This is an optimization exercise on Yosys and OpenROAD, whose aim is small area, a short achievable clock period and few clock cycles, not a production implementation.
Function was not checked in any run shown here: the RTL went through the layout flow alone.

==> flow/design.v (outline; a module is shown in full before it is edited, if it fits) <==
// module lfsr: 5 lines
// module beetle_left_antenna: 613 lines
// module beetle_compare: 214 lines
// module beetle_right_antenna: 21 lines
// module beetle_booth_row: 14 lines
// module beetle_position: 15 lines
// module bas: 137 lines
module bas(clock,reset,load, seed_x,seed_y,iterations,x,y,x_extreme,y_extreme,out_value,done );
  // ...
==> flow/flow/run.sh <==
#!/bin/bash
# The standard layout: floorplan with the default timing repair, then the rest
# with timing repair aiming for 20 ns of setup slack at the design's clock
# period (over-fixing, as SETUP_SLACK_MARGIN does) on the worst 10% of
# endpoints, and buf_2 cells as the port buffers.
set -euo pipefail
bash standard.sh "BUFFER_PORTS_ARGS=-buffer_cell sky130_fd_sc_hd__buf_2" floorplan > orfs_make_floorplan.log 2>&1
bash standard.sh SETUP_SLACK_MARGIN=20 TNS_END_PERCENT=10 "BUFFER_PORTS_ARGS=-buffer_cell sky130_fd_sc_hd__buf_2" finish > orfs_make.log 2>&1
==> flow/standard.sh <==
#!/bin/bash
# synth_recipe.tcl (not shown) runs the flow's synth.tcl, then flattens the netlist and writes it again
# the make line also repeats each setting of config.mk as NAME=value (left out here)
make -C /OpenROAD-flow-scripts/flow DESIGN_CONFIG=/design/flow/config.mk WORK_HOME=/design/flow/orfs CLKGATE_MAP_FILE= SYNTH_SCRIPT=/design/flow/synth_recipe.tcl "${@:-finish}"
==> flow/config.mk <==
export PLATFORM = sky130hd
export DESIGN_NAME = bas
export DESIGN_NICKNAME = bas
export VERILOG_FILES = /design/flow/design.v
export SDC_FILE = /design/flow/constraint.sdc
export NUM_CORES = 8
export LEC_CHECK = 0
export ABC_AREA = 1
export CAP_MARGIN = 20
export CORE_MARGIN = 2
export CORE_UTILIZATION = 50
export SLEW_MARGIN = 20
==> flow/constraint.sdc <==
create_clock -name core_clock -period 27.0 [get_ports {clock}]
set_input_delay 5.4000 -clock core_clock [delete_from_list [all_inputs] [get_ports {clock}]]
set_output_delay 5.4000 -clock core_clock [all_outputs]
set_load 0.01 [all_outputs]
==> results.py, run 1 <==
metrics = {
    "cells_and_area": {
        "nets": 9592,
        "instances_no_fill": 9783,
        "design_area_um2": 63700,
        "layout_commonest_cell": "nand2_1",
        "inverters": 1383,
    },
    "min_path": {
        "min_path_type": "reg -> reg",
    },
    "floorplan": {
        "coreArea_um2": 114000,
        "initial_core_util": 0.503,
        "dieArea_um2": 117000,
    },
    "synthesis": {
        "async_flop_share": 0,
        "synth_top_area_share": 0.199,
        "ys_seq_area_frac": 0.109,
        "synthAdderAreaFrac": 0.357,
        "yosysMostFrequentCell": "nand2_1",
        "synth-edff-count": 10,
    },
    "clock_network": {
        "numCtsBuffers": 43,
    },
    "global_route": {
        "antenna_found_initial": 2,
        "use_met2": 0.589,
        "grt_most_used_layer": "met2",
    },
    "worst_setup_path": {
        "critPathRequiredTime_ps": 27500,
        "cp_slowest_cell": "inv_4",
        "rrSetupSlack_ps": 20140,
        "cp_max_fo": 80,
    },
    "status": {
        "status": "complete, no violations",
    },
}
==> run 2, diff against run 1 <==
==> flow/design.v (replaced) <==
module lfsr(d, n);
input  [8:0] d;
output [8:0] n;
assign n = {d[7:0], d[1] ^ d[2] ^ d[3] ^ d[7]};
endmodule
module beetle_left_antenna(nd1, nd2, q1, q2, ra, rb);
input [17:0] nd1, nd2;    
input q1, q2;
output [32:0] ra, rb;
wire s0, k0;
assign {k0, s0} = {1'b0, ~(~nd1[0] & ~nd1[6])} + {1'b0, ~(~nd1[1] & ~nd1[5])} + {1'b0, 1'b1};
wire s1, k1;
assign {k1, s1} = {1'b0, ~(~nd1[0] & ~nd1[4])} + {1'b0, ~(~nd1[1] & ~nd1[3])} + {1'b0, 1'b1};
wire s2, k2;
assign {k2, s2} = {1'b0, ~(~nd1[0] & ~nd1[5])} + {1'b0, ~(~nd1[1] & ~nd1[4])} + {1'b0, ~(~nd1[3] & nd1[2])};
wire s3, k3;
assign {k3, s3} = {1'b0, ~(~nd1[2] & ~nd1[4])} + {1'b0, ~(~nd1[3] & ~nd1[2])} + {1'b0, s0};
wire [8:0] Alo = {1'b0, k2, k1, s1, ~(~nd1[0] & ~nd1[3]), ~(~nd1[0] & ~nd1[2]), ~(~nd1[1] & nd1[0]), 1'b1, nd1[0]} + {1'b0, s3, s2, ~(~nd1[2] & ~nd1[1]), ~(~nd1[2] & nd1[1]), ~(~nd1[1] & ~nd1[0]), 1'b1, 1'b1, 1'b1} + 9'd1;
wire s4, k4;
assign {k4, s4} = {1'b0, ~(~nd2[0] & ~nd2[6])} + {1'b0, ~(~nd2[1] & ~nd2[5])} + {1'b0, 1'b1};
wire s5, k5;
assign {k5, s5} = {1'b0, ~(~nd2[0] & ~nd2[4])} + {1'b0, ~(~nd2[1] & ~nd2[3])} + {1'b0, 1'b1};
wire s6, k6;
assign {k6, s6} = {1'b0, ~(~nd2[0] & ~nd2[5])} + {1'b0, ~(~nd2[1] & ~nd2[4])} + {1'b0, ~(~nd2[3] & nd2[2])};
wire s7, k7;
assign {k7, s7} = {1'b0, ~(~nd2[2] & ~nd2[4])} + {1'b0, ~(~nd2[3] & ~nd2[2])} + {1'b0, s4};
wire [8:0] Blo = {1'b0, k6, k5, s5, ~(~nd2[0] & ~nd2[3]), ~(~nd2[0] & ~nd2[2]), ~(~nd2[1] & nd2[0]), 1'b1, nd2[0]} + {1'b0, s7, s6, ~(~nd2[2] & ~nd2[1]), ~(~nd2[2] & nd2[1]), ~(~nd2[1] & ~nd2[0]), 1'b1, 1'b1, 1'b1} + 9'd1;
wire s8, k8;
assign {k8, s8} = {1'b0, ~(~nd1[0] & ~nd1[7])} + {1'b0, ~(~nd1[1] & ~nd1[6])} + {1'b0, 1'b1};
wire s9, k9;
assign {k9, s9} = {1'b0, ~(~nd1[0] & ~nd1[12])} + {1'b0, ~(~nd1[1] & ~nd1[11])} + {1'b0, 1'b1};
wire s10, k10;
assign {k10, s10} = {1'b0, ~(~nd1[0] & ~nd1[13])} + {1'b0, ~(~nd1[1] & ~nd1[12])} + {1'b0, ~(~nd1[2] & ~nd1[11])};
wire s11, k11;
assign {k11, s11} = {1'b0, ~(~nd1[0] & ~nd1[14])} + {1'b0, ~(~nd1[1] & ~nd1[13])} + {1'b0, ~(~nd1[2] & ~nd1[12])};
wire s12, k12;
assign {k12, s12} = {1'b0, ~(~nd1[3] & ~nd1[11])} + {1'b0, ~(~nd1[4] & ~nd1[10])} + {1'b0, ~(~nd1[5] & ~nd1[9])};
wire s13, k13;
assign {k13, s13} = {1'b0, ~(~nd1[0] & ~nd1[15])} + {1'b0, ~(~nd1[1] & ~nd1[14])} + {1'b0, ~(~nd1[2] & ~nd1[13])};
wire s14, k14;
assign {k14, s14} = {1'b0, ~(~nd1[3] & ~nd1[12])} + {1'b0, ~(~nd1[4] & ~nd1[11])} + {1'b0, ~(~nd1[5] & ~nd1[10])};
wire s15, k15;
assign {k15, s15} = {1'b0, ~(~nd1[6] & ~nd1[9])} + {1'b0, ~(~nd1[8] & nd1[7])} + {1'b0, 1'b1};
wire s16, k16;
assign {k16, s16} = {1'b0, ~(~nd1[0] & ~nd1[16])} + {1'b0, ~(~nd1[1] & ~nd1[15])} + {1'b0, ~(~nd1[2] & ~nd1[14])};
wire s17, k17;
assign {k17, s17} = {1'b0, ~(~nd1[3] & ~nd1[13])} + {1'b0, ~(~nd1[4] & ~nd1[12])} + {1'b0, ~(~nd1[5] & ~nd1[11])};
wire s18, k18;
assign {k18, s18} = {1'b0, ~(~nd1[6] & ~nd1[10])} + {1'b0, ~(~nd1[7] & ~nd1[9])} + {1'b0, ~(~nd1[8] & ~nd1[7])};
wire s19, k19;
assign {k19, s19} = {1'b0, ~(~nd2[0] & ~nd2[16])} + {1'b0, ~(~nd2[1] & ~nd2[15])} + {1'b0, ~(~nd2[2] & ~nd2[14])};
wire s20, k20;
assign {k20, s20} = {1'b0, ~(~nd1[1] & ~nd1[16])} + {1'b0, ~(~nd1[2] & ~nd1[15])} + {1'b0, ~(~nd1[3] & ~nd1[14])};
wire s21, k21;
assign {k21, s21} = {1'b0, ~(~nd1[4] & ~nd1[13])} + {1'b0, ~(~nd1[5] & ~nd1[12])} + {1'b0, ~(~nd1[6] & ~nd1[11])};
wire s22, k22;
assign {k22, s22} = {1'b0, ~(~nd1[7] & ~nd1[10])} + {1'b0, ~(~nd1[9] & nd1[8])} + {1'b0, ~(nd1[17] | nd1[0])};
wire s23, k23;
assign {k23, s23} = {1'b0, ~(~nd2[1] & ~nd2[16])} + {1'b0, ~(~nd2[2] & ~nd2[15])} + {1'b0, ~(~nd2[3] & ~nd2[14])};
wire s24, k24;
assign {k24, s24} = {1'b0, ~(~nd2[4] & ~nd2[13])} + {1'b0, ~(~nd2[5] & ~nd2[12])} + {1'b0, 1'b1};
wire s25, k25;
assign {k25, s25} = {1'b0, 1'b0} + {1'b0, ~(~nd1[2] & ~nd1[16])} + {1'b0, ~(~nd1[3] & ~nd1[15])};
wire s26, k26;
assign {k26, s26} = {1'b0, ~(~nd1[4] & ~nd1[14])} + {1'b0, ~(~nd1[5] & ~nd1[13])} + {1'b0, ~(~nd1[6] & ~nd1[12])};
wire s27, k27;
assign {k27, s27} = {1'b0, ~(~nd1[7] & ~nd1[11])} + {1'b0, ~(~nd1[8] & ~nd1[10])} + {1'b0, ~(~nd1[9] & ~nd1[8])};
wire s28, k28;
assign {k28, s28} = {1'b0, ~(nd1[17] | nd1[1])} + {1'b0, ~(~nd2[2] & ~nd2[16])} + {1'b0, ~(~nd2[3] & ~nd2[15])};
wire s29, k29;
assign {k29, s29} = {1'b0, ~(~nd2[4] & ~nd2[14])} + {1'b0, ~(~nd2[5] & ~nd2[13])} + {1'b0, ~(~nd2[6] & ~nd2[12])};
wire s30, k30;
assign {k30, s30} = {1'b0, ~(~nd2[7] & ~nd2[11])} + {1'b0, ~(~nd2[8] & ~nd2[10])} + {1'b0, 1'b1};
wire s31, k31;
assign {k31, s31} = {1'b0, ~(~nd1[3] & ~nd1[16])} + {1'b0, ~(~nd1[4] & ~nd1[15])} + {1'b0, ~(~nd1[5] & ~nd1[14])};
wire s32, k32;
assign {k32, s32} = {1'b0, ~(~nd1[6] & ~nd1[13])} + {1'b0, ~(~nd1[7] & ~nd1[12])} + {1'b0, ~(~nd1[8] & ~nd1[11])};
wire s33, k33;
assign {k33, s33} = {1'b0, ~(~nd1[10] & nd1[9])} + {1'b0, ~(nd1[17] | nd1[2])} + {1'b0, ~(~nd2[3] & ~nd2[16])};
wire s34, k34;
assign {k34, s34} = {1'b0, ~(~nd2[4] & ~nd2[15])} + {1'b0, ~(~nd2[5] & ~nd2[14])} + {1'b0, ~(~nd2[6] & ~nd2[13])};
wire s35, k35;
assign {k35, s35} = {1'b0, ~(~nd2[7] & ~nd2[12])} + {1'b0, ~(~nd2[8] & ~nd2[11])} + {1'b0, 1'b1};
wire s36, k36;
assign {k36, s36} = {1'b0, ~(~nd1[4] & ~nd1[16])} + {1'b0, ~(~nd1[5] & ~nd1[15])} + {1'b0, ~(~nd1[6] & ~nd1[14])};
wire s37, k37;
assign {k37, s37} = {1'b0, ~(~nd1[7] & ~nd1[13])} + {1'b0, ~(~nd1[8] & ~nd1[12])} + {1'b0, ~(~nd1[9] & ~nd1[11])};
wire s38, k38;
assign {k38, s38} = {1'b0, ~(~nd1[10] & ~nd1[9])} + {1'b0, ~(nd1[17] | nd1[3])} + {1'b0, ~(~nd2[4] & ~nd2[16])};
wire s39, k39;
assign {k39, s39} = {1'b0, ~(~nd2[5] & ~nd2[15])} + {1'b0, ~(~nd2[6] & ~nd2[14])} + {1'b0, ~(~nd2[7] & ~nd2[13])};
wire s40, k40;
assign {k40, s40} = {1'b0, ~(~nd1[5] & ~nd1[16])} + {1'b0, ~(~nd1[6] & ~nd1[15])} + {1'b0, ~(~nd1[7] & ~nd1[14])};
wire s41, k41;
assign {k41, s41} = {1'b0, ~(~nd1[8] & ~nd1[13])} + {1'b0, ~(~nd1[9] & ~nd1[12])} + {1'b0, ~(~nd1[11] & nd1[10])};
wire s42, k42;
assign {k42, s42} = {1'b0, ~(nd1[17] | nd1[4])} + {1'b0, ~(~nd2[5] & ~nd2[16])} + {1'b0, 1'b1};
wire s43, k43;
assign {k43, s43} = {1'b0, ~(~nd1[6] & ~nd1[16])} + {1'b0, ~(~nd1[7] & ~nd1[15])} + {1'b0, ~(~nd1[8] & ~nd1[14])};
wire s44, k44;
assign {k44, s44} = {1'b0, ~(~nd1[9] & ~nd1[13])} + {1'b0, ~(~nd1[10] & ~nd1[12])} + {1'b0, ~(~nd1[11] & ~nd1[10])};
wire s45, k45;
assign {k45, s45} = {1'b0, ~(~nd1[7] & ~nd1[16])} + {1'b0, ~(~nd1[8] & ~nd1[15])} + {1'b0, 1'b1};
wire s46, k46;
assign {k46, s46} = {1'b0, ~(~nd1[2] & ~nd1[5])} + {1'b0, ~(~nd1[4] & nd1[3])} + {1'b0, ~(~nd2[0] & ~nd2[7])};
wire s47, k47;
assign {k47, s47} = {1'b0, ~(~nd2[1] & ~nd2[6])} + {1'b0, ~(~nd2[2] & ~nd2[5])} + {1'b0, ~(~nd2[4] & nd2[3])};
wire s48, k48;
assign {k48, s48} = {1'b0, ~(~nd1[0] & ~nd1[8])} + {1'b0, ~(~nd1[1] & ~nd1[7])} + {1'b0, ~(~nd1[2] & ~nd1[6])};
wire s49, k49;
assign {k49, s49} = {1'b0, ~(~nd1[3] & ~nd1[5])} + {1'b0, ~(~nd1[4] & ~nd1[3])} + {1'b0, ~(~nd2[0] & ~nd2[8])};
wire s50, k50;
assign {k50, s50} = {1'b0, ~(~nd1[0] & ~nd1[9])} + {1'b0, ~(~nd1[1] & ~nd1[8])} + {1'b0, ~(~nd1[2] & ~nd1[7])};
wire s51, k51;
assign {k51, s51} = {1'b0, ~(~nd1[3] & ~nd1[6])} + {1'b0, ~(~nd1[5] & nd1[4])} + {1'b0, 1'b1};
wire s52, k52;
assign {k52, s52} = {1'b0, ~(~nd1[0] & ~nd1[10])} + {1'b0, ~(~nd1[1] & ~nd1[9])} + {1'b0, ~(~nd1[2] & ~nd1[8])};
wire s53, k53;
assign {k53, s53} = {1'b0, ~(~nd1[3] & ~nd1[7])} + {1'b0, ~(~nd1[4] & ~nd1[6])} + {1'b0, ~(~nd1[5] & ~nd1[4])};
wire s54, k54;
assign {k54, s54} = {1'b0, ~(~nd2[0] & ~nd2[10])} + {1'b0, ~(~nd2[1] & ~nd2[9])} + {1'b0, 1'b1};
wire s55, k55;
assign {k55, s55} = {1'b0, ~(~nd1[0] & ~nd1[11])} + {1'b0, ~(~nd1[1] & ~nd1[10])} + {1'b0, ~(~nd1[2] & ~nd1[9])};
wire s56, k56;
assign {k56, s56} = {1'b0, ~(~nd1[3] & ~nd1[8])} + {1'b0, ~(~nd1[4] & ~nd1[7])} + {1'b0, ~(~nd1[6] & nd1[5])};
wire s57, k57;
assign {k57, s57} = {1'b0, ~(~nd2[0] & ~nd2[11])} + {1'b0, ~(~nd2[1] & ~nd2[10])} + {1'b0, ~(~nd2[2] & ~nd2[9])};
wire s58, k58;
assign {k58, s58} = {1'b0, ~(~nd1[2] & ~nd1[10])} + {1'b0, ~(~nd1[3] & ~nd1[9])} + {1'b0, ~(~nd1[4] & ~nd1[8])};
wire s59, k59;
assign {k59, s59} = {1'b0, ~(~nd1[5] & ~nd1[7])} + {1'b0, ~(~nd1[6] & ~nd1[5])} + {1'b0, ~(~nd2[0] & ~nd2[12])};
wire s60, k60;
assign {k60, s60} = {1'b0, ~(~nd2[1] & ~nd2[11])} + {1'b0, ~(~nd2[2] & ~nd2[10])} + {1'b0, ~(~nd2[3] & ~nd2[9])};
wire s61, k61;
assign {k61, s61} = {1'b0, ~(~nd2[4] & ~nd2[8])} + {1'b0, ~(~nd2[5] & ~nd2[7])} + {1'b0, 1'b1};
wire s62, k62;
assign {k62, s62} = {1'b0, ~(~nd1[3] & ~nd1[10])} + {1'b0, ~(~nd1[4] & ~nd1[9])} + {1'b0, ~(~nd1[5] & ~nd1[8])};
wire s63, k63;
assign {k63, s63} = {1'b0, ~(~nd1[7] & nd1[6])} + {1'b0, ~(~nd2[0] & ~nd2[13])} + {1'b0, ~(~nd2[1] & ~nd2[12])};
wire s64, k64;
assign {k64, s64} = {1'b0, ~(~nd2[2] & ~nd2[11])} + {1'b0, ~(~nd2[3] & ~nd2[10])} + {1'b0, ~(~nd2[4] & ~nd2[9])};
wire s65, k65;
assign {k65, s65} = {1'b0, ~(~nd2[5] & ~nd2[8])} + {1'b0, ~(~nd2[7] & nd2[6])} + {1'b0, k9};
wire s66, k66;
assign {k66, s66} = {1'b0, ~(~nd1[6] & ~nd1[8])} + {1'b0, ~(~nd1[7] & ~nd1[6])} + {1'b0, ~(~nd2[0] & ~nd2[14])};
wire s67, k67;
assign {k67, s67} = {1'b0, ~(~nd2[1] & ~nd2[13])} + {1'b0, ~(~nd2[2] & ~nd2[12])} + {1'b0, ~(~nd2[3] & ~nd2[11])};
wire s68, k68;
assign {k68, s68} = {1'b0, ~(~nd2[4] & ~nd2[10])} + {1'b0, ~(~nd2[5] & ~nd2[9])} + {1'b0, ~(~nd2[6] & ~nd2[8])};
wire s69, k69;
assign {k69, s69} = {1'b0, ~(~nd2[7] & ~nd2[6])} + {1'b0, k10} + {1'b0, s11};
wire s70, k70;
assign {k70, s70} = {1'b0, ~(~nd2[0] & ~nd2[15])} + {1'b0, ~(~nd2[1] & ~nd2[14])} + {1'b0, ~(~nd2[2] & ~nd2[13])};
wire s71, k71;
assign {k71, s71} = {1'b0, ~(~nd2[3] & ~nd2[12])} + {1'b0, ~(~nd2[4] & ~nd2[11])} + {1'b0, ~(~nd2[5] & ~nd2[10])};
wire s72, k72;
assign {k72, s72} = {1'b0, ~(~nd2[6] & ~nd2[9])} + {1'b0, ~(~nd2[8] & nd2[7])} + {1'b0, k11};
wire s73, k73;
assign {k73, s73} = {1'b0, k12} + {1'b0, s13} + {1'b0, s14};
wire s74, k74;
assign {k74, s74} = {1'b0, ~(~nd2[3] & ~nd2[13])} + {1'b0, ~(~nd2[4] & ~nd2[12])} + {1'b0, ~(~nd2[5] & ~nd2[11])};
wire s75, k75;
assign {k75, s75} = {1'b0, ~(~nd2[6] & ~nd2[10])} + {1'b0, ~(~nd2[7] & ~nd2[9])} + {1'b0, ~(~nd2[8] & ~nd2[7])};
wire s76, k76;
assign {k76, s76} = {1'b0, k13} + {1'b0, k14} + {1'b0, k15};
wire s77, k77;
assign {k77, s77} = {1'b0, s16} + {1'b0, s17} + {1'b0, s18};
wire s78, k78;
assign {k78, s78} = {1'b0, ~(~nd2[6] & ~nd2[11])} + {1'b0, ~(~nd2[7] & ~nd2[10])} + {1'b0, ~(~nd2[9] & nd2[8])};
wire s79, k79;
assign {k79, s79} = {1'b0, ~(nd2[17] | nd2[0])} + {1'b0, k16} + {1'b0, k17};
wire s80, k80;
assign {k80, s80} = {1'b0, k18} + {1'b0, k19} + {1'b0, s20};
wire s81, k81;
assign {k81, s81} = {1'b0, s21} + {1'b0, s22} + {1'b0, s23};
wire s82, k82;
assign {k82, s82} = {1'b0, ~(~nd2[9] & ~nd2[8])} + {1'b0, ~(nd2[17] | nd2[1])} + {1'b0, k20};
wire s83, k83;
assign {k83, s83} = {1'b0, k21} + {1'b0, k22} + {1'b0, k23};
wire s84, k84;
assign {k84, s84} = {1'b0, k24} + {1'b0, s25} + {1'b0, s26};
wire s85, k85;
assign {k85, s85} = {1'b0, s27} + {1'b0, s28} + {1'b0, s29};
wire s86, k86;
assign {k86, s86} = {1'b0, ~(~nd2[10] & nd2[9])} + {1'b0, ~(nd2[17] | nd2[2])} + {1'b0, k25};
wire s87, k87;
assign {k87, s87} = {1'b0, k26} + {1'b0, k27} + {1'b0, k28};
wire s88, k88;
assign {k88, s88} = {1'b0, k29} + {1'b0, k30} + {1'b0, s31};
wire s89, k89;
assign {k89, s89} = {1'b0, s32} + {1'b0, s33} + {1'b0, s34};
wire s90, k90;
assign {k90, s90} = {1'b0, ~(~nd2[8] & ~nd2[12])} + {1'b0, ~(~nd2[9] & ~nd2[11])} + {1'b0, ~(~nd2[10] & ~nd2[9])};
wire s91, k91;
assign {k91, s91} = {1'b0, ~(nd2[17] | nd2[3])} + {1'b0, k31} + {1'b0, k32};
wire s92, k92;
assign {k92, s92} = {1'b0, k33} + {1'b0, k34} + {1'b0, k35};
wire s93, k93;
assign {k93, s93} = {1'b0, s36} + {1'b0, s37} + {1'b0, s38};
wire s94, k94;
assign {k94, s94} = {1'b0, ~(~nd2[6] & ~nd2[15])} + {1'b0, ~(~nd2[7] & ~nd2[14])} + {1'b0, ~(~nd2[8] & ~nd2[13])};
wire s95, k95;
assign {k95, s95} = {1'b0, ~(~nd2[9] & ~nd2[12])} + {1'b0, ~(~nd2[11] & nd2[10])} + {1'b0, ~(nd2[17] | nd2[4])};
wire s96, k96;
assign {k96, s96} = {1'b0, k36} + {1'b0, k37} + {1'b0, k38};
wire s97, k97;
assign {k97, s97} = {1'b0, k39} + {1'b0, s40} + {1'b0, s41};
wire s98, k98;
assign {k98, s98} = {1'b0, ~(nd1[17] | nd1[5])} + {1'b0, ~(~nd2[6] & ~nd2[16])} + {1'b0, ~(~nd2[7] & ~nd2[15])};
wire s99, k99;
assign {k99, s99} = {1'b0, ~(~nd2[8] & ~nd2[14])} + {1'b0, ~(~nd2[9] & ~nd2[13])} + {1'b0, ~(~nd2[10] & ~nd2[12])};
wire s100, k100;
assign {k100, s100} = {1'b0, ~(~nd2[11] & ~nd2[10])} + {1'b0, ~(nd2[17] | nd2[5])} + {1'b0, k40};
wire s101, k101;
assign {k101, s101} = {1'b0, k41} + {1'b0, k42} + {1'b0, s43};
wire s102, k102;
assign {k102, s102} = {1'b0, ~(~nd1[9] & ~nd1[14])} + {1'b0, ~(~nd1[10] & ~nd1[13])} + {1'b0, ~(~nd1[12] & nd1[11])};
wire s103, k103;
assign {k103, s103} = {1'b0, ~(nd1[17] | nd1[6])} + {1'b0, ~(~nd2[7] & ~nd2[16])} + {1'b0, ~(~nd2[8] & ~nd2[15])};
wire s104, k104;
assign {k104, s104} = {1'b0, ~(~nd2[9] & ~nd2[14])} + {1'b0, ~(~nd2[10] & ~nd2[13])} + {1'b0, ~(~nd2[12] & nd2[11])};
wire s105, k105;
assign {k105, s105} = {1'b0, ~(nd2[17] | nd2[6])} + {1'b0, k43} + {1'b0, k44};
wire s106, k106;
assign {k106, s106} = {1'b0, ~(~nd1[8] & ~nd1[16])} + {1'b0, ~(~nd1[9] & ~nd1[15])} + {1'b0, ~(~nd1[10] & ~nd1[14])};
wire s107, k107;
assign {k107, s107} = {1'b0, ~(~nd1[11] & ~nd1[13])} + {1'b0, ~(~nd1[12] & ~nd1[11])} + {1'b0, ~(nd1[17] | nd1[7])};
wire s108, k108;
assign {k108, s108} = {1'b0, ~(~nd2[8] & ~nd2[16])} + {1'b0, ~(~nd2[9] & ~nd2[15])} + {1'b0, ~(~nd2[10] & ~nd2[14])};
wire s109, k109;
assign {k109, s109} = {1'b0, ~(~nd2[11] & ~nd2[13])} + {1'b0, ~(~nd2[12] & ~nd2[11])} + {1'b0, ~(nd2[17] | nd2[7])};
wire s110, k110;
assign {k110, s110} = {1'b0, ~(~nd1[9] & ~nd1[16])} + {1'b0, ~(~nd1[10] & ~nd1[15])} + {1'b0, ~(~nd1[11] & ~nd1[14])};
wire s111, k111;
assign {k111, s111} = {1'b0, ~(~nd1[13] & nd1[12])} + {1'b0, ~(nd1[17] | nd1[8])} + {1'b0, ~(~nd2[9] & ~nd2[16])};
wire s112, k112;
assign {k112, s112} = {1'b0, ~(~nd2[10] & ~nd2[15])} + {1'b0, ~(~nd2[11] & ~nd2[14])} + {1'b0, 1'b1};
wire s113, k113;
assign {k113, s113} = {1'b0, ~(~nd1[10] & ~nd1[16])} + {1'b0, ~(~nd1[11] & ~nd1[15])} + {1'b0, ~(~nd1[12] & ~nd1[14])};
wire s114, k114;
assign {k114, s114} = {1'b0, ~(~nd1[13] & ~nd1[12])} + {1'b0, ~(nd1[17] | nd1[9])} + {1'b0, ~(~nd2[10] & ~nd2[16])};
wire s115, k115;
assign {k115, s115} = {1'b0, ~(~nd1[11] & ~nd1[16])} + {1'b0, ~(~nd1[12] & ~nd1[15])} + {1'b0, 1'b1};
wire s116, k116;
assign {k116, s116} = {1'b0, k0} + {1'b0, k4} + {1'b0, s46};
wire s117, k117;
assign {k117, s117} = {1'b0, s47} + {1'b0, s8} + {1'b0, 1'b1};
wire s118, k118;
assign {k118, s118} = {1'b0, ~(~nd2[1] & ~nd2[7])} + {1'b0, ~(~nd2[2] & ~nd2[6])} + {1'b0, ~(~nd2[3] & ~nd2[5])};
wire s119, k119;
assign {k119, s119} = {1'b0, ~(~nd2[4] & ~nd2[3])} + {1'b0, k46} + {1'b0, k47};
wire s120, k120;
assign {k120, s120} = {1'b0, k8} + {1'b0, s48} + {1'b0, 1'b1};
wire s121, k121;
assign {k121, s121} = {1'b0, ~(~nd2[0] & ~nd2[9])} + {1'b0, ~(~nd2[1] & ~nd2[8])} + {1'b0, ~(~nd2[2] & ~nd2[7])};
wire s122, k122;
assign {k122, s122} = {1'b0, ~(~nd2[3] & ~nd2[6])} + {1'b0, ~(~nd2[5] & nd2[4])} + {1'b0, k48};
wire s123, k123;
assign {k123, s123} = {1'b0, k49} + {1'b0, s50} + {1'b0, s51};
wire s124, k124;
assign {k124, s124} = {1'b0, ~(~nd2[2] & ~nd2[8])} + {1'b0, ~(~nd2[3] & ~nd2[7])} + {1'b0, ~(~nd2[4] & ~nd2[6])};
wire s125, k125;
assign {k125, s125} = {1'b0, ~(~nd2[5] & ~nd2[4])} + {1'b0, k50} + {1'b0, k51};
wire s126, k126;
assign {k126, s126} = {1'b0, s52} + {1'b0, s53} + {1'b0, s54};
wire s127, k127;
assign {k127, s127} = {1'b0, ~(~nd2[3] & ~nd2[8])} + {1'b0, ~(~nd2[4] & ~nd2[7])} + {1'b0, ~(~nd2[6] & nd2[5])};
wire s128, k128;
assign {k128, s128} = {1'b0, k52} + {1'b0, k53} + {1'b0, k54};
wire s129, k129;
assign {k129, s129} = {1'b0, s55} + {1'b0, s56} + {1'b0, s57};
wire s130, k130;
assign {k130, s130} = {1'b0, ~(~nd2[6] & ~nd2[5])} + {1'b0, k55} + {1'b0, k56};
wire s131, k131;
assign {k131, s131} = {1'b0, k57} + {1'b0, s58} + {1'b0, s59};
wire s132, k132;
assign {k132, s132} = {1'b0, s60} + {1'b0, s61} + {1'b0, s9};
wire s133, k133;
assign {k133, s133} = {1'b0, k58} + {1'b0, k59} + {1'b0, k60};
wire s134, k134;
assign {k134, s134} = {1'b0, k61} + {1'b0, s62} + {1'b0, s63};
wire s135, k135;
assign {k135, s135} = {1'b0, s64} + {1'b0, s10} + {1'b0, s65};
wire s136, k136;
assign {k136, s136} = {1'b0, k62} + {1'b0, k63} + {1'b0, k64};
wire s137, k137;
assign {k137, s137} = {1'b0, s66} + {1'b0, s67} + {1'b0, s68};
wire s138, k138;
assign {k138, s138} = {1'b0, s12} + {1'b0, k65} + {1'b0, s69};
wire s139, k139;
assign {k139, s139} = {1'b0, k66} + {1'b0, k67} + {1'b0, k68};
wire s140, k140;
assign {k140, s140} = {1'b0, s70} + {1'b0, s71} + {1'b0, s15};
wire s141, k141;
assign {k141, s141} = {1'b0, k69} + {1'b0, s72} + {1'b0, s73};
wire s142, k142;
assign {k142, s142} = {1'b0, k70} + {1'b0, k71} + {1'b0, s74};
wire s143, k143;
assign {k143, s143} = {1'b0, s75} + {1'b0, s19} + {1'b0, k72};
wire s144, k144;
assign {k144, s144} = {1'b0, k73} + {1'b0, s76} + {1'b0, s77};
wire s145, k145;
assign {k145, s145} = {1'b0, k74} + {1'b0, k75} + {1'b0, s78};
wire s146, k146;
assign {k146, s146} = {1'b0, s24} + {1'b0, k76} + {1'b0, k77};
wire s147, k147;
assign {k147, s147} = {1'b0, s79} + {1'b0, s80} + {1'b0, s81};
wire s148, k148;
assign {k148, s148} = {1'b0, k78} + {1'b0, s30} + {1'b0, k79};
wire s149, k149;
assign {k149, s149} = {1'b0, k80} + {1'b0, k81} + {1'b0, s82};
wire s150, k150;
assign {k150, s150} = {1'b0, s83} + {1'b0, s84} + {1'b0, s85};
wire s151, k151;
assign {k151, s151} = {1'b0, s35} + {1'b0, k82} + {1'b0, k83};
wire s152, k152;
assign {k152, s152} = {1'b0, k84} + {1'b0, k85} + {1'b0, s86};
wire s153, k153;
assign {k153, s153} = {1'b0, s87} + {1'b0, s88} + {1'b0, s89};
wire s154, k154;
assign {k154, s154} = {1'b0, s90} + {1'b0, s39} + {1'b0, k86};
wire s155, k155;
assign {k155, s155} = {1'b0, k87} + {1'b0, k88} + {1'b0, k89};
wire s156, k156;
assign {k156, s156} = {1'b0, s91} + {1'b0, s92} + {1'b0, s93};
wire s157, k157;
assign {k157, s157} = {1'b0, k90} + {1'b0, s94} + {1'b0, s95};
wire s158, k158;
assign {k158, s158} = {1'b0, s42} + {1'b0, k91} + {1'b0, k92};
wire s159, k159;
assign {k159, s159} = {1'b0, k93} + {1'b0, s96} + {1'b0, s97};
wire s160, k160;
assign {k160, s160} = {1'b0, k94} + {1'b0, k95} + {1'b0, s98};
wire s161, k161;
assign {k161, s161} = {1'b0, s99} + {1'b0, s44} + {1'b0, k96};
wire s162, k162;
assign {k162, s162} = {1'b0, k97} + {1'b0, s100} + {1'b0, s101};
wire s163, k163;
assign {k163, s163} = {1'b0, k98} + {1'b0, k99} + {1'b0, s102};
wire s164, k164;
assign {k164, s164} = {1'b0, s103} + {1'b0, s104} + {1'b0, s45};
wire s165, k165;
assign {k165, s165} = {1'b0, k100} + {1'b0, k101} + {1'b0, s105};
wire s166, k166;
assign {k166, s166} = {1'b0, k102} + {1'b0, k103} + {1'b0, k104};
wire s167, k167;
assign {k167, s167} = {1'b0, k45} + {1'b0, s106} + {1'b0, s107};
wire s168, k168;
assign {k168, s168} = {1'b0, s108} + {1'b0, s109} + {1'b0, k105};
wire s169, k169;
assign {k169, s169} = {1'b0, ~(~nd2[13] & nd2[12])} + {1'b0, ~(nd2[17] | nd2[8])} + {1'b0, k106};
wire s170, k170;
assign {k170, s170} = {1'b0, k107} + {1'b0, k108} + {1'b0, k109};
wire s171, k171;
assign {k171, s171} = {1'b0, s110} + {1'b0, s111} + {1'b0, s112};
wire s172, k172;
assign {k172, s172} = {1'b0, ~(~nd2[11] & ~nd2[15])} + {1'b0, ~(~nd2[12] & ~nd2[14])} + {1'b0, ~(~nd2[13] & ~nd2[12])};
wire s173, k173;
assign {k173, s173} = {1'b0, ~(nd2[17] | nd2[9])} + {1'b0, k110} + {1'b0, k111};
wire s174, k174;
assign {k174, s174} = {1'b0, k112} + {1'b0, s113} + {1'b0, s114};
wire s175, k175;
assign {k175, s175} = {1'b0, ~(~nd1[14] & nd1[13])} + {1'b0, ~(nd1[17] | nd1[10])} + {1'b0, ~(~nd2[11] & ~nd2[16])};
wire s176, k176;
assign {k176, s176} = {1'b0, ~(~nd2[12] & ~nd2[15])} + {1'b0, ~(~nd2[14] & nd2[13])} + {1'b0, ~(nd2[17] | nd2[10])};
wire s177, k177;
assign {k177, s177} = {1'b0, k113} + {1'b0, k114} + {1'b0, s115};
wire s178, k178;
assign {k178, s178} = {1'b0, ~(~nd1[12] & ~nd1[16])} + {1'b0, ~(~nd1[13] & ~nd1[15])} + {1'b0, ~(~nd1[14] & ~nd1[13])};
wire s179, k179;
assign {k179, s179} = {1'b0, ~(nd1[17] | nd1[11])} + {1'b0, ~(~nd2[12] & ~nd2[16])} + {1'b0, ~(~nd2[13] & ~nd2[15])};
wire s180, k180;
assign {k180, s180} = {1'b0, ~(~nd2[14] & ~nd2[13])} + {1'b0, ~(nd2[17] | nd2[11])} + {1'b0, k115};
wire s181, k181;
assign {k181, s181} = {1'b0, ~(~nd1[13] & ~nd1[16])} + {1'b0, ~(~nd1[15] & nd1[14])} + {1'b0, ~(nd1[17] | nd1[12])};
wire s182, k182;
assign {k182, s182} = {1'b0, ~(~nd2[13] & ~nd2[16])} + {1'b0, ~(~nd2[15] & nd2[14])} + {1'b0, 1'b1};
wire s183, k183;
assign {k183, s183} = {1'b0, ~(~nd1[14] & ~nd1[16])} + {1'b0, ~(~nd1[15] & ~nd1[14])} + {1'b0, ~(nd1[17] | nd1[13])};
wire s184, k184;
assign {k184, s184} = {1'b0, k3} + {1'b0, k7} + {1'b0, s116};
wire s185, k185;
assign {k185, s185} = {1'b0, s118} + {1'b0, s49} + {1'b0, k116};
wire s186, k186;
assign {k186, s186} = {1'b0, k117} + {1'b0, s119} + {1'b0, 1'b1};
wire s187, k187;
assign {k187, s187} = {1'b0, k118} + {1'b0, s121} + {1'b0, k119};
wire s188, k188;
assign {k188, s188} = {1'b0, k120} + {1'b0, s122} + {1'b0, s123};
wire s189, k189;
assign {k189, s189} = {1'b0, k121} + {1'b0, s124} + {1'b0, k122};
wire s190, k190;
assign {k190, s190} = {1'b0, k123} + {1'b0, s125} + {1'b0, s126};
wire s191, k191;
assign {k191, s191} = {1'b0, k124} + {1'b0, s127} + {1'b0, k125};
wire s192, k192;
assign {k192, s192} = {1'b0, k126} + {1'b0, s128} + {1'b0, s129};
wire s193, k193;
assign {k193, s193} = {1'b0, k127} + {1'b0, k128} + {1'b0, k129};
wire s194, k194;
assign {k194, s194} = {1'b0, s130} + {1'b0, s131} + {1'b0, s132};
wire s195, k195;
assign {k195, s195} = {1'b0, k130} + {1'b0, k131} + {1'b0, k132};
wire s196, k196;
assign {k196, s196} = {1'b0, s133} + {1'b0, s134} + {1'b0, s135};
wire s197, k197;
assign {k197, s197} = {1'b0, k133} + {1'b0, k134} + {1'b0, s136};
wire s198, k198;
assign {k198, s198} = {1'b0, s137} + {1'b0, k135} + {1'b0, s138};
wire s199, k199;
assign {k199, s199} = {1'b0, k136} + {1'b0, k137} + {1'b0, s139};
wire s200, k200;
assign {k200, s200} = {1'b0, s140} + {1'b0, k138} + {1'b0, s141};
wire s201, k201;
assign {k201, s201} = {1'b0, k139} + {1'b0, k140} + {1'b0, s142};
wire s202, k202;
assign {k202, s202} = {1'b0, s143} + {1'b0, k141} + {1'b0, s144};
wire s203, k203;
assign {k203, s203} = {1'b0, k142} + {1'b0, s145} + {1'b0, k143};
wire s204, k204;
assign {k204, s204} = {1'b0, s146} + {1'b0, k144} + {1'b0, s147};
wire s205, k205;
assign {k205, s205} = {1'b0, k145} + {1'b0, k146} + {1'b0, s148};
wire s206, k206;
assign {k206, s206} = {1'b0, s149} + {1'b0, k147} + {1'b0, s150};
wire s207, k207;
assign {k207, s207} = {1'b0, k148} + {1'b0, k149} + {1'b0, s151};
wire s208, k208;
assign {k208, s208} = {1'b0, s152} + {1'b0, k150} + {1'b0, s153};
wire s209, k209;
assign {k209, s209} = {1'b0, k151} + {1'b0, k152} + {1'b0, s154};
wire s210, k210;
assign {k210, s210} = {1'b0, s155} + {1'b0, k153} + {1'b0, s156};
wire s211, k211;
assign {k211, s211} = {1'b0, s157} + {1'b0, k154} + {1'b0, k155};
wire s212, k212;
assign {k212, s212} = {1'b0, s158} + {1'b0, k156} + {1'b0, s159};
wire s213, k213;
assign {k213, s213} = {1'b0, k157} + {1'b0, s160} + {1'b0, k158};
wire s214, k214;
assign {k214, s214} = {1'b0, s161} + {1'b0, k159} + {1'b0, s162};
wire s215, k215;
assign {k215, s215} = {1'b0, k160} + {1'b0, s163} + {1'b0, s164};
wire s216, k216;
assign {k216, s216} = {1'b0, k161} + {1'b0, s165} + {1'b0, k162};
wire s217, k217;
assign {k217, s217} = {1'b0, k163} + {1'b0, k164} + {1'b0, s166};
wire s218, k218;
assign {k218, s218} = {1'b0, s167} + {1'b0, k165} + {1'b0, s168};
wire s219, k219;
assign {k219, s219} = {1'b0, k166} + {1'b0, k167} + {1'b0, s169};
wire s220, k220;
assign {k220, s220} = {1'b0, s170} + {1'b0, s171} + {1'b0, k168};
wire s221, k221;
assign {k221, s221} = {1'b0, s172} + {1'b0, k169} + {1'b0, k170};
wire s222, k222;
assign {k222, s222} = {1'b0, k171} + {1'b0, s173} + {1'b0, s174};
wire s223, k223;
assign {k223, s223} = {1'b0, k172} + {1'b0, s175} + {1'b0, s176};
wire s224, k224;
assign {k224, s224} = {1'b0, k173} + {1'b0, k174} + {1'b0, s177};
wire s225, k225;
assign {k225, s225} = {1'b0, k175} + {1'b0, k176} + {1'b0, s178};
wire s226, k226;
assign {k226, s226} = {1'b0, s179} + {1'b0, k177} + {1'b0, s180};
wire s227, k227;
assign {k227, s227} = {1'b0, ~(nd2[17] | nd2[12])} + {1'b0, k178} + {1'b0, k179};
wire s228, k228;
assign {k228, s228} = {1'b0, s181} + {1'b0, s182} + {1'b0, k180};
wire s229, k229;
assign {k229, s229} = {1'b0, ~(~nd2[14] & ~nd2[16])} + {1'b0, ~(~nd2[15] & ~nd2[14])} + {1'b0, ~(nd2[17] | nd2[13])};
wire s230, k230;
assign {k230, s230} = {1'b0, k181} + {1'b0, k182} + {1'b0, s183};
wire s231, k231;
assign {k231, s231} = {1'b0, ~(~nd1[16] & nd1[15])} + {1'b0, ~(nd1[17] | nd1[14])} + {1'b0, ~(~nd2[16] & nd2[15])};
wire s232, k232;
assign {k232, s232} = {1'b0, ~(nd2[17] | nd2[14])} + {1'b0, k183} + {1'b0, 1'b1};
wire s233, k233;
assign {k233, s233} = {1'b0, ~(~nd1[16] & ~nd1[15])} + {1'b0, ~(nd1[17] | nd1[15])} + {1'b0, ~(~nd2[16] & ~nd2[15])};
wire s234, k234;
assign {k234, s234} = {1'b0, ~(nd2[17] | nd2[15])} + {1'b0, ~(q1 & ~nd1[0])} + {1'b0, ~(q2 & ~nd2[0])};
wire s235, k235;
assign {k235, s235} = {1'b0, nd1[17]} + {1'b0, nd2[17]} + {1'b0, ~(nd1[17] | nd1[16])};
wire s236, k236;
assign {k236, s236} = {1'b0, ~(nd2[17] | nd2[16])} + {1'b0, ~(q1 & ~nd1[1])} + {1'b0, ~(q2 & ~nd2[1])};
wire s237, k237;
assign {k237, s237} = {1'b0, s117} + {1'b0, s184} + {1'b0, 1'b1};
wire s238, k238;
assign {k238, s238} = {1'b0, s120} + {1'b0, s185} + {1'b0, s186};
wire s239, k239;
assign {k239, s239} = {1'b0, k185} + {1'b0, k186} + {1'b0, s187};
wire s240, k240;
assign {k240, s240} = {1'b0, k187} + {1'b0, s189} + {1'b0, k188};
wire s241, k241;
assign {k241, s241} = {1'b0, k189} + {1'b0, s191} + {1'b0, k190};
wire s242, k242;
assign {k242, s242} = {1'b0, k191} + {1'b0, s193} + {1'b0, k192};
wire s243, k243;
assign {k243, s243} = {1'b0, k193} + {1'b0, s195} + {1'b0, k194};
wire s244, k244;
assign {k244, s244} = {1'b0, k195} + {1'b0, s197} + {1'b0, k196};
wire s245, k245;
assign {k245, s245} = {1'b0, k197} + {1'b0, s199} + {1'b0, k198};
wire s246, k246;
assign {k246, s246} = {1'b0, k199} + {1'b0, s201} + {1'b0, k200};
wire s247, k247;
assign {k247, s247} = {1'b0, k201} + {1'b0, s203} + {1'b0, k202};
wire s248, k248;
assign {k248, s248} = {1'b0, k203} + {1'b0, s205} + {1'b0, k204};
wire s249, k249;
assign {k249, s249} = {1'b0, k205} + {1'b0, s207} + {1'b0, k206};
wire s250, k250;
assign {k250, s250} = {1'b0, k207} + {1'b0, s209} + {1'b0, k208};
wire s251, k251;
assign {k251, s251} = {1'b0, k209} + {1'b0, s211} + {1'b0, k210};
wire s252, k252;
assign {k252, s252} = {1'b0, k211} + {1'b0, s213} + {1'b0, k212};
wire s253, k253;
assign {k253, s253} = {1'b0, s215} + {1'b0, k213} + {1'b0, k214};
wire s254, k254;
assign {k254, s254} = {1'b0, s217} + {1'b0, k215} + {1'b0, k216};
wire s255, k255;
assign {k255, s255} = {1'b0, k217} + {1'b0, s219} + {1'b0, s220};
wire s256, k256;
assign {k256, s256} = {1'b0, k219} + {1'b0, s221} + {1'b0, s222};
wire s257, k257;
assign {k257, s257} = {1'b0, s223} + {1'b0, k221} + {1'b0, k222};
wire s258, k258;
assign {k258, s258} = {1'b0, k223} + {1'b0, s225} + {1'b0, s226};
wire s259, k259;
assign {k259, s259} = {1'b0, k225} + {1'b0, s227} + {1'b0, k226};
wire s260, k260;
assign {k260, s260} = {1'b0, s229} + {1'b0, k227} + {1'b0, s230};
wire s261, k261;
assign {k261, s261} = {1'b0, k229} + {1'b0, s231} + {1'b0, k230};
wire s262, k262;
assign {k262, s262} = {1'b0, k231} + {1'b0, s233} + {1'b0, s234};
wire s263, k263;
assign {k263, s263} = {1'b0, k233} + {1'b0, s235} + {1'b0, k234};
wire s264, k264;
assign {k264, s264} = {1'b0, ~(q1 & ~nd1[2])} + {1'b0, ~(q2 & ~nd2[2])} + {1'b0, k235};
wire s265, k265;
assign {k265, s265} = {1'b0, 1'b0} + {1'b0, ~(q1 & ~nd1[3])} + {1'b0, 1'b1};
wire s266, k266;
assign {k266, s266} = {1'b0, 1'b0} + {1'b0, ~(q1 & ~nd1[4])} + {1'b0, 1'b1};
wire s267, k267;
assign {k267, s267} = {1'b0, 1'b0} + {1'b0, ~(q1 & ~nd1[5])} + {1'b0, 1'b1};
wire s268, k268;
assign {k268, s268} = {1'b0, 1'b0} + {1'b0, ~(q1 & ~nd1[6])} + {1'b0, 1'b1};
wire s269, k269;
assign {k269, s269} = {1'b0, Alo[8]} + {1'b0, Blo[8]} + {1'b0, 1'b1};
wire s270, k270;
assign {k270, s270} = {1'b0, k184} + {1'b0, k237} + {1'b0, s238};
wire s271, k271;
assign {k271, s271} = {1'b0, s188} + {1'b0, k238} + {1'b0, s239};
wire s272, k272;
assign {k272, s272} = {1'b0, s190} + {1'b0, k239} + {1'b0, s240};
wire s273, k273;
assign {k273, s273} = {1'b0, s192} + {1'b0, k240} + {1'b0, s241};
wire s274, k274;
assign {k274, s274} = {1'b0, s194} + {1'b0, k241} + {1'b0, s242};
wire s275, k275;
assign {k275, s275} = {1'b0, k242} + {1'b0, s196} + {1'b0, s243};
wire s276, k276;
assign {k276, s276} = {1'b0, k243} + {1'b0, s198} + {1'b0, s244};
wire s277, k277;
assign {k277, s277} = {1'b0, s200} + {1'b0, k244} + {1'b0, s245};
wire s278, k278;
assign {k278, s278} = {1'b0, s202} + {1'b0, k245} + {1'b0, s246};
wire s279, k279;
assign {k279, s279} = {1'b0, s204} + {1'b0, k246} + {1'b0, s247};
wire s280, k280;
assign {k280, s280} = {1'b0, s206} + {1'b0, k247} + {1'b0, s248};
wire s281, k281;
assign {k281, s281} = {1'b0, s208} + {1'b0, k248} + {1'b0, s249};
wire s282, k282;
assign {k282, s282} = {1'b0, s210} + {1'b0, k249} + {1'b0, s250};
wire s283, k283;
assign {k283, s283} = {1'b0, s212} + {1'b0, k250} + {1'b0, s251};
wire s284, k284;
assign {k284, s284} = {1'b0, s214} + {1'b0, k251} + {1'b0, s252};
wire s285, k285;
assign {k285, s285} = {1'b0, s216} + {1'b0, k252} + {1'b0, s253};
wire s286, k286;
assign {k286, s286} = {1'b0, s218} + {1'b0, k253} + {1'b0, s254};
wire s287, k287;
assign {k287, s287} = {1'b0, k218} + {1'b0, k254} + {1'b0, s255};
wire s288, k288;
assign {k288, s288} = {1'b0, k220} + {1'b0, s256} + {1'b0, k255};
wire s289, k289;
assign {k289, s289} = {1'b0, s224} + {1'b0, k256} + {1'b0, s257};
wire s290, k290;
assign {k290, s290} = {1'b0, k224} + {1'b0, k257} + {1'b0, s258};
wire s291, k291;
assign {k291, s291} = {1'b0, s228} + {1'b0, s259} + {1'b0, k258};
wire s292, k292;
assign {k292, s292} = {1'b0, k228} + {1'b0, s260} + {1'b0, k259};
wire s293, k293;
assign {k293, s293} = {1'b0, s232} + {1'b0, s261} + {1'b0, k260};
wire s294, k294;
assign {k294, s294} = {1'b0, k232} + {1'b0, s262} + {1'b0, k261};
wire s295, k295;
assign {k295, s295} = {1'b0, s236} + {1'b0, k262} + {1'b0, s263};
wire s296, k296;
assign {k296, s296} = {1'b0, k236} + {1'b0, s264} + {1'b0, k263};
wire s297, k297;
assign {k297, s297} = {1'b0, ~(q2 & ~nd2[3])} + {1'b0, s265} + {1'b0, k264};
wire s298, k298;
assign {k298, s298} = {1'b0, ~(q2 & ~nd2[4])} + {1'b0, k265} + {1'b0, s266};
wire s299, k299;
assign {k299, s299} = {1'b0, ~(q2 & ~nd2[5])} + {1'b0, k266} + {1'b0, s267};
wire s300, k300;
assign {k300, s300} = {1'b0, ~(q2 & ~nd2[6])} + {1'b0, k267} + {1'b0, s268};
wire s301, k301;
assign {k301, s301} = {1'b0, 1'b0} + {1'b0, k268} + {1'b0, 1'b1};
assign ra = ~{k300, k299, k298, k297, k296, k295, k294, k293, k292, k291, k290, k289, k288, k287, k286, k285, k284, k283, k282, k281, k280, k279, k278, k277, k276, k275, k274, k273, k272, k271, k270, k269, s269};
assign rb = ~{s301, s300, s299, s298, s297, s296, s295, s294, s293, s292, s291, s290, s289, s288, s287, s286, s285, s284, s283, s282, s281, s280, s279, s278, s277, s276, s275, s274, s273, s272, s271, s270, s237};
endmodule
module beetle_compare(al, bl, ar, br, gt);
input [32:0] al, bl, ar, br;
output gt;
wire [31:0] a = {~al[31], al[30:0]};
wire [31:0] b = bl[31:0];
wire [31:0] c = ~{~ar[31], ar[30:0]};
wire [31:0] e = ~br[31:0];
wire [32:0] tl = {1'b0, a} + {1'b0, b};
wire [32:0] tr = {1'b0, ~c} + {1'b0, br[31:0]};
wire [31:0] x1 = a ^ b;
wire [31:0] x2 = c ^ e;
wire [31:0] x = x1 ^ x2;
wire [31:0] co;
wire [31:0] ci = {co[30:0], 1'b1};
genvar i;
generate for (i = 0; i < 32; i = i + 1) begin : cmp4
  assign co[i] = x1[i] ? c[i] : a[i];
end endgenerate
wire [31:0] xs = x ^ ci;
wire [31:0] xk = {x[30:0] & ci[30:0] | ~x[30:0] & e[30:0], 1'b0};
wire k31 = x[31] ? ci[31] : e[31];
wire [31:0] tg = xs & xk;
wire [31:0] tp = xs | xk;
wire cg0_0 = tg[1] | tp[1] & tg[0];
wire cp0_0 = tp[1] & tp[0];
wire cg0_1 = tg[3] | tp[3] & tg[2];
wire cp0_1 = tp[3] & tp[2];
wire cg0_2 = tg[5] | tp[5] & tg[4];
wire cp0_2 = tp[5] & tp[4];
wire cg0_3 = tg[7] | tp[7] & tg[6];
wire cp0_3 = tp[7] & tp[6];
wire cg0_4 = tg[9] | tp[9] & tg[8];
wire cp0_4 = tp[9] & tp[8];
wire cg0_5 = tg[11] | tp[11] & tg[10];
wire cp0_5 = tp[11] & tp[10];
wire cg0_6 = tg[13] | tp[13] & tg[12];
wire cp0_6 = tp[13] & tp[12];
wire cg0_7 = tg[15] | tp[15] & tg[14];
wire cp0_7 = tp[15] & tp[14];
wire cg0_8 = tg[17] | tp[17] & tg[16];
wire cp0_8 = tp[17] & tp[16];
wire cg0_9 = tg[19] | tp[19] & tg[18];
wire cp0_9 = tp[19] & tp[18];
wire cg0_10 = tg[21] | tp[21] & tg[20];
wire cp0_10 = tp[21] & tp[20];
wire cg0_11 = tg[23] | tp[23] & tg[22];
wire cp0_11 = tp[23] & tp[22];
wire cg0_12 = tg[25] | tp[25] & tg[24];
wire cp0_12 = tp[25] & tp[24];
wire cg0_13 = tg[27] | tp[27] & tg[26];
wire cp0_13 = tp[27] & tp[26];
wire cg0_14 = tg[29] | tp[29] & tg[28];
wire cp0_14 = tp[29] & tp[28];
wire cg0_15 = tg[31] | tp[31] & tg[30];
wire cp0_15 = tp[31] & tp[30];
wire cg1_0 = cg0_1 | cp0_1 & cg0_0;
wire cp1_0 = cp0_1 & cp0_0;
wire cg1_1 = cg0_3 | cp0_3 & cg0_2;
wire cp1_1 = cp0_3 & cp0_2;
wire cg1_2 = cg0_5 | cp0_5 & cg0_4;
wire cp1_2 = cp0_5 & cp0_4;
wire cg1_3 = cg0_7 | cp0_7 & cg0_6;
wire cp1_3 = cp0_7 & cp0_6;
wire cg1_4 = cg0_9 | cp0_9 & cg0_8;
wire cp1_4 = cp0_9 & cp0_8;
wire cg1_5 = cg0_11 | cp0_11 & cg0_10;
wire cp1_5 = cp0_11 & cp0_10;
wire cg1_6 = cg0_13 | cp0_13 & cg0_12;
wire cp1_6 = cp0_13 & cp0_12;
wire cg1_7 = cg0_15 | cp0_15 & cg0_14;
wire cp1_7 = cp0_15 & cp0_14;
wire cg2_0 = cg1_1 | cp1_1 & cg1_0;
wire cp2_0 = cp1_1 & cp1_0;
wire cg2_1 = cg1_3 | cp1_3 & cg1_2;
wire cp2_1 = cp1_3 & cp1_2;
wire cg2_2 = cg1_5 | cp1_5 & cg1_4;
wire cp2_2 = cp1_5 & cp1_4;
wire cg2_3 = cg1_7 | cp1_7 & cg1_6;
wire cp2_3 = cp1_7 & cp1_6;
wire cg3_0 = cg2_1 | cp2_1 & cg2_0;
wire cp3_0 = cp2_1 & cp2_0;
wire cg3_1 = cg2_3 | cp2_3 & cg2_2;
wire cp3_1 = cp2_3 & cp2_2;
wire cg4_0 = cg3_1 | cp3_1 & cg3_0;
wire cp4_0 = cp3_1 & cp3_0;
wire ts32 = cg4_0;
assign gt = ~(ts32 ^ k31 ^ co[31] ^ tl[32] ^ tr[32]);
endmodule
module beetle_right_antenna(dir, sense, s3, step);
input  [8:0]  dir;
input  [12:0] sense;
input  [14:0] s3;
output [13:0] step;
wire [15:0] s1 = {3'b000, sense};
wire [15:0] s2 = {2'b00, sense, 1'b0};
wire [15:0] t3 = {1'b0, s3};
wire [15:0] s4 = {1'b0, sense, 2'b00};
wire [3:0] g0 = {dir[2:0], 1'b0};
wire [3:0] g1 = dir[5:2];
wire [3:0] g2 = dir[8:5];
wire [15:0] r0, r1, r2;
wire n0, n1, n2;
beetle_booth_row b0(g0, s1, s2, t3, s4, r0, n0);
beetle_booth_row b1(g1, s1, s2, t3, s4, r1, n1);
beetle_booth_row b2(g2, s1, s2, t3, s4, r2, n2);
wire [21:0] p = {{6{n0}}, r0} + {{3{n1}}, r1, 3'd0} + {r2, 6'd0}
              + {15'd0, n2, 2'b00, n1, 2'b00, n0};
assign step = p[21:8];
endmodule
module beetle_booth_row(g, s1, s2, s3, s4, r, n);
input  [3:0]  g;
input  [15:0] s1, s2, s3, s4;
output [15:0] r;
output n;
wire [2:0] a = g[3] ? ~g[2:0] : g[2:0];
wire m1 = ~a[2] & (a[1] ^ a[0]);
wire m2 = ~a[2] & a[1] & a[0] | a[2] & ~a[1] & ~a[0];
wire m3 = a[2] & (a[1] ^ a[0]);
wire m4 = a[2] & a[1] & a[0];
wire [15:0] mag = {16{m1}} & s1 | {16{m2}} & s2 | {16{m3}} & s3 | {16{m4}} & s4;
assign r = g[3] ? ~mag : mag;
assign n = g[3];
endmodule
module beetle_prefix_add(a, b, s);
parameter W = 8;
parameter L = 3;
input  [W-1:0] a, b;
output [W-1:0] s;
wire [W-1:0] g [0:L];
wire [W-1:0] p [0:L];
assign g[0] = a & b;
assign p[0] = a ^ b;
genvar l, i;
generate
  for (l = 0; l < L; l = l + 1) begin : lv
    for (i = 0; i < W; i = i + 1) begin : bt
      if ((i >> l) & 1) begin : cmb
        assign g[l + 1][i] = g[l][i] | p[l][i] & g[l][((i >> l) << l) - 1];
        assign p[l + 1][i] = p[l][i] & p[l][((i >> l) << l) - 1];
      end else begin : pas
        assign g[l + 1][i] = g[l][i];
        assign p[l + 1][i] = p[l][i];
      end
    end
  end
endgenerate
assign s = p[0] ^ {g[L][W-2:0], 1'b0};
endmodule
module beetle_position(mx, my, nx, ny, d1, d2, q1, q2);
parameter NB = 0;
input  [15:0] mx, my;
input  signed [13:0] nx, ny;
output [17:0] d1, d2;
output q1, q2;
wire [15:0] fx = {{2{nx[13]}}, nx};
wire [15:0] fy = {{2{ny[13]}}, ny};
wire [15:0] ax = NB ? mx - fx : mx + fx;
wire [15:0] ay = NB ? my - fy : my + fy;
assign d1 = 18'd1791 - {2'b00, ax} - {ay[15], ay, 1'b0};
assign d2 = 18'd1279 - {ax[15], ax, 1'b0} - {2'b00, ay};
assign q1 = ay[15];
assign q2 = ax[15];
endmodule
module bas(clock,reset,load, seed_x,seed_y,iterations,x,y,x_extreme,y_extreme,out_value,done );
    input clock,reset,load;
    input [8:0] seed_x,seed_y;
    input [8:0] iterations;
    input [15:0] x,y;
    output signed [15:0] x_extreme,y_extreme;
    output signed [39:0] out_value;
    output reg done;
    reg [15:0] x_curr, y_curr;           
    reg signed [13:0] step_x, step_y;    
    reg signed [13:0] step_nx, step_ny;  
    reg [17:0] dl1, dl2, dr1, dr2;       
    reg ql1, ql2, qr1, qr2;              
    reg [32:0] value_curr;               
    reg [8:0] dir_x, dir_y;              
    reg [12:0] sense;                    
    reg [9:0] remain;
    reg run;
    reg first;                           
    reg [15:0] x_best, y_best;
    reg [32:0] value_best;
    reg value_init;                      
    wire [32:0] al, bl, ar, br;
    beetle_left_antenna ol(dl1, dl2, ql1, ql2, al, bl);
    beetle_left_antenna or_(dr1, dr2, qr1, qr2, ar, br);
    wire go_right;
    beetle_compare cmp(al, bl, ar, br, go_right);
    wire [32:0] odour_l, odour_r;
    beetle_prefix_add #(33, 6) suml(al, bl, odour_l);
    beetle_prefix_add #(33, 6) sumr(ar, br, odour_r);
    wire [15:0] x_l = x_curr + {{2{step_x[13]}}, step_x};
    wire [15:0] y_l = y_curr + {{2{step_y[13]}}, step_y};
    wire [15:0] x_r = x_curr - {{2{step_x[13]}}, step_x};
    wire [15:0] y_r = y_curr - {{2{step_y[13]}}, step_y};
    wire [17:0] ell1, ell2, elr1, elr2, erl1, erl2, err1, err2;
    wire qll1, qll2, qlr1, qlr2, qrl1, qrl2, qrr1, qrr2;
    beetle_position #(0) pll(x_l, y_l, step_nx, step_ny, ell1, ell2, qll1, qll2);
    beetle_position #(1) plr(x_l, y_l, step_nx, step_ny, elr1, elr2, qlr1, qlr2);
    beetle_position #(0) prl(x_r, y_r, step_nx, step_ny, erl1, erl2, qrl1, qrl2);
    beetle_position #(1) prr(x_r, y_r, step_nx, step_ny, err1, err2, qrr1, qrr2);
    wire signed [13:0] mul_x, mul_y;
    wire [14:0] sense3 = {2'b00, sense} + {1'b0, sense, 1'b0};
    wire [8:0] dir_x_n, dir_y_n;
    lfsr lx(dir_x, dir_x_n);
    lfsr ly(dir_y, dir_y_n);
    beetle_right_antenna mulx(dir_x, sense, sense3, mul_x);
    beetle_right_antenna muly(dir_y, sense, sense3, mul_y);
    assign x_extreme = x_best;
    assign y_extreme = y_best;
    assign out_value = {4'b0, {3{value_init}}, value_best};
    always @(posedge clock) begin
        if (reset) begin
            x_curr <= x;
            y_curr <= y;
            dl1 <= 18'd0;
            dl2 <= 18'd0;
            dr1 <= 18'd0;
            dr2 <= 18'd0;
            ql1 <= 1'b0;
            ql2 <= 1'b0;
            qr1 <= 1'b0;
            qr2 <= 1'b0;
            step_x <= 14'd0;
            step_y <= 14'd0;
            step_nx <= 14'd0;
            step_ny <= 14'd0;
            dir_x <= 9'd0;
            dir_y <= 9'd0;
        end else begin
            if (go_right) begin
                x_curr <= x_r;
                y_curr <= y_r;
                dl1 <= erl1;
                dl2 <= erl2;
                dr1 <= err1;
                dr2 <= err2;
                ql1 <= qrl1;
                ql2 <= qrl2;
                qr1 <= qrr1;
                qr2 <= qrr2;
            end else begin
                x_curr <= x_l;
                y_curr <= y_l;
                dl1 <= ell1;
                dl2 <= ell2;
                dr1 <= elr1;
                dr2 <= elr2;
                ql1 <= qll1;
                ql2 <= qll2;
                qr1 <= qlr1;
                qr2 <= qlr2;
            end
            step_x <= step_nx;
            step_y <= step_ny;
            step_nx <= mul_x;
            step_ny <= mul_y;
            if (load) begin
                dir_x <= seed_x;
                dir_y <= seed_y;
            end else begin
                dir_x <= dir_x_n;
                dir_y <= dir_y_n;
            end
        end
        value_curr <= go_right ? odour_r : odour_l;
        if (reset)
            sense <= 13'd6426;
        else
            sense <= sense - {8'd0, sense[12:8]} - {12'd0, sense[7:0] != 8'd0};
        if (reset) begin
            run <= 1'b0;
            done <= 1'b0;
            first <= 1'b0;
        end else if (load) begin
            remain <= {1'b0, iterations} + 10'd1;
            first <= 1'b1;
            run <= iterations != 9'd0;
            done <= iterations == 9'd0;
        end else if (run) begin
            remain <= remain - 10'd1;
            first <= 1'b0;
            if (remain == 10'd0) begin
                run <= 1'b0;
                done <= 1'b1;
            end
        end
        if (reset) begin
            x_best <= 16'd0;
            y_best <= 16'd0;
            value_best <= {33{1'b1}};
            value_init <= 1'b1;
        end else if (run && !first && value_curr < value_best) begin
            x_best <= x_curr;
            y_best <= y_curr;
            value_best <= value_curr;
            value_init <= 1'b0;
        end
    end
endmodule
==> results.py, run 2 <==
metrics = {
    "status": {
        "status": "complete, no violations",
    },
    "timing": {
        "slew_headroom": 0.296,
        "finalHoldViolations": 0,
        "fin_setup_tns_ps": 0,
        "period_minus_slack_ps": 7060,
        "rsz0062_at_grt": "yes",
        "fmax_mhz": 142,
        "min_period_over_period": 0.262,
        "finalMaxSlewViolations": 0,
        "tightest_slew_ps": 1050,
        "fin_skew_ps": 41.1,
        "setup_violations": 0,
    },
    "synthesis": {
        "synth-compound-area-share": 0.131,
        "synth_top_family_by_area": "adder cells",
        "yosys.area.top_type": "fa_1",
        "synth_cells": 7701,
        "ys_seq_area_frac": 0.114,
        "synth_top_cells_by_count": "nand2_1, inv_1, nor2_1, ha_1, a21oi_1",
        "yosysUniqueCellTypes": 69,
        "yosysWarnings": 2,
        "synth-xor-area-share": 0.0779,
        "synth.avg_cell_area_um2": 7.13,
        "synthAdderAreaFrac": 0.361,
        "ys_top_cells_by_area": "fa_1, ha_1, dfxtp_1",
        "synth_top_area_share": 0.210,
        "synth.mux.area_fraction": 0.000387,
        "ys.flop_type": "dfxtp_1",
        "async_flop_share": 0,
        "synth-seq-cells": 307,
        "yosysMostFrequentCell": "nand2_1",
        "syn-cell-area_um2": 54900,
        "synth-simple-area-share": 0.210,
        "synth-edff-count": 10,
    },
    "worst_setup_path": {
        "cp_slowest_cell": "fa_2",
        "reg2reg_from": "dl1[10]",
        "cp_num_buf_inv": 6,
        "cpPeakStageDelay_ps": 650,
        "arrival_ps": 7550,
        "r2r_end": "dr1[2]",
        "rrSetupSlack_ps": 19940,
        "critPathKind": "reg -> reg",
        "r2r_cells": 30,
        "cp_max_fo": 21,
        "startpoint_type": "flop",
        "worstSetupEndpointType": "flop",
        "critPathRequiredTime_ps": 27490,
        "cp_common_cell": "fa_2",
        "critical_path.top_delay_family": "adder cells",
    },
    "global_route": {
        "grt_start_max_net_pins": 74,
        "grt_pass1_vias": 49900,
        "antenna_found_initial": 3,
        "grt_pass1_wl_um": 299000,
        "grt_overflow_total": 0,
        "grtUsageTotal": 0.347,
    },
    "cells_and_area": {
        "layout_commonest_cell": "nand2_1",
        "syn2layout_area_growth_pct": 8.72,
        "nets": 9013,
        "design_area_um2": 59700,
        "final_cell_mix": "nand2_1, inv_1, nor2_1",
        "reg.largest.list": "value_best x33, value_curr x33",
        "layout-drive-gt1-share": 0.0745,
        "fin_util": 0.549,
    },
    "clock_network": {
        "cts_tree": "yes",
        "numCtsBuffers": 41,
        "insertion_delay_ps": 640,
        "clockBufferDepth": 3,
        "clkTransAtPathRegs_ps": 60,
        "htree_levels": 2,
        "clock-root-buffer": "clkbuf_16",
        "cts_num_sinks": 307,
    },
    "floorplan": {
        "rows": 121,
        "fp.dieW_um": 335,
        "dieArea_um2": 113000,
        "coreArea_um2": 109000,
        "fp.dieH_um": 335,
        "initial_core_util": 0.505,
        "pin_count": 135,
    },
    "run": {
        "drv_cap": 0,
    },
    "route": {
        "vias": 51400,
        "route.detailed.wl_per_inst_um": 21.6,
        "drtAntennaViolNets": 0,
        "finalWirelength_um": 198000,
        "drc_errors": 0,
        "first_pass_iters": 6,
        "drt_iter0_drc": 4408,
        "vias_per_cell": 5.61,
    },
    "min_path": {
        "whs_path_depth": 2,
        "min_path_type": "reg -> reg",
        "holdCritStartpoint": "first",
        "hold_path_end": "first",
    },
    "placed_design": {
        "finalWeightedCongestion": 0.970,
        "placed_area_um2": 56300,
        "numPortBuffers": 130,
        "dp.final_hpwl_um": 157000,
    },
}
-- run 2: kinds of logic after synthesis --
kind of cell / after synthesis
XOR/XNOR: 486
AO/OA/AOI/OAI: 1279
other: 1
adder cells (fa/ha/maj): 1238
buffers and inverters: 1499
flip-flops: 307
multiplexers: 2
AND/OR/NAND/NOR: 2889
-- run 2: how the worst max path moves through the flow --
stage | start | to | cells past startpoint
after CTS | dr2[16] | dr2[16] | 31
after floorplan | iterations[0] | remain[8] | 11
after global routing | dl1[10] | dr1[2] | 30
after global placement | dl1[9] | dr1[3] | 29
final | dl1[10] | dr1[2] | 30
after detailed placement | dr1[8] | dr1[3] | 26
-- run 2: per-layer routing --
metal | part of all wire | GRT usage | up-vias
met5 | 0.000066 | 0 | -
met4 | 0.056 | 0.162 | 2
met3 | 0.063 | 0.0437 | 387
met2 | 0.46 | 0.581 | 1871
met1 | 0.42 | 0.444 | 24700
li1 | - | - | 24400
-- run 2: layout make-up --
| class | count | area [µm²] |
|---|---|---|
| Antenna cell | 2 | 5.00 |
| Clock buffer | 57 | 1180 |
| Clock inverter | 17 | 231 |
| Fill cell | 10800 | 49100 |
| Inverter | 1184 | 4500 |
| Multi-Input combinational cell | 5905 | 43500 |
| Sequential cell | 307 | 6430 |
| Tap cell | 1414 | 1770 |
| Timing Repair Buffer | 273 | 2070 |
| Timing Repair inverter | 1 | 5.00 |
-- run 2: tightest hold or removal path, stage by stage (launching register included) --
cell and delay, ps:
dfxtp_1 310, nand2_1 60, a21oi_1 50
-- run 2: what timing repair did --
item                                   in CTS  in global routing
endpoints found under the hold margin       0                  0
setup buffers                              50                 51
setup endpoints to repair                 144                199
pin swaps                                  12                 30
gates cloned                               10                  4
gates resized for setup                   163                137
hold buffers                                0                  0
-- run 2: metrics by stage --
| stage | cells | hold slack [ps] | setup WS, ps |
|---|---|---|---|
| 6_report | 9160 | 458 | 19940 |
| 3_5_place_dp | 8969 | 451 | 17760 |
| 4_1_cts | 9103 | 460 | 19860 |
| 5_1_grt | 9159 | 476 | 19760 |
| 2_1_floorplan | 7704 | 439 | 20410 |
| 3_3_place_gp | 8969 | 449 | 17740 |

-- separate check: timing with driven ports --
The results above use ideal ports. As a check the final layouts listed here were re-extracted and re-timed, cells and wires unchanged.
Step 1, drivers: a clkbuf_16 drives clock and a buf_2 each remaining input, both assumed.
Step 2, shift: input delay + t, output delay - t, t = (earliest + latest rising clock arrival at the registers) / 2. This alone moves slack from input paths to output paths.
a / b / c = no drivers / after step 1 / after step 2; a / b = the first two.
run	t (ns)	setup slack, ns	latest minus earliest clock arrival (ns)
run 1	0.720	20.139 / 20.145 / 19.469	0.053 / 0.053
run 2	0.704	19.939 / 19.939 / 19.296	0.042 / 0.041
After both steps setup and hold are still met in every run listed. For run 1, which loses most, drivers alone change the setup slack by +0.006 ns; drivers and shift together by -0.670 ns.
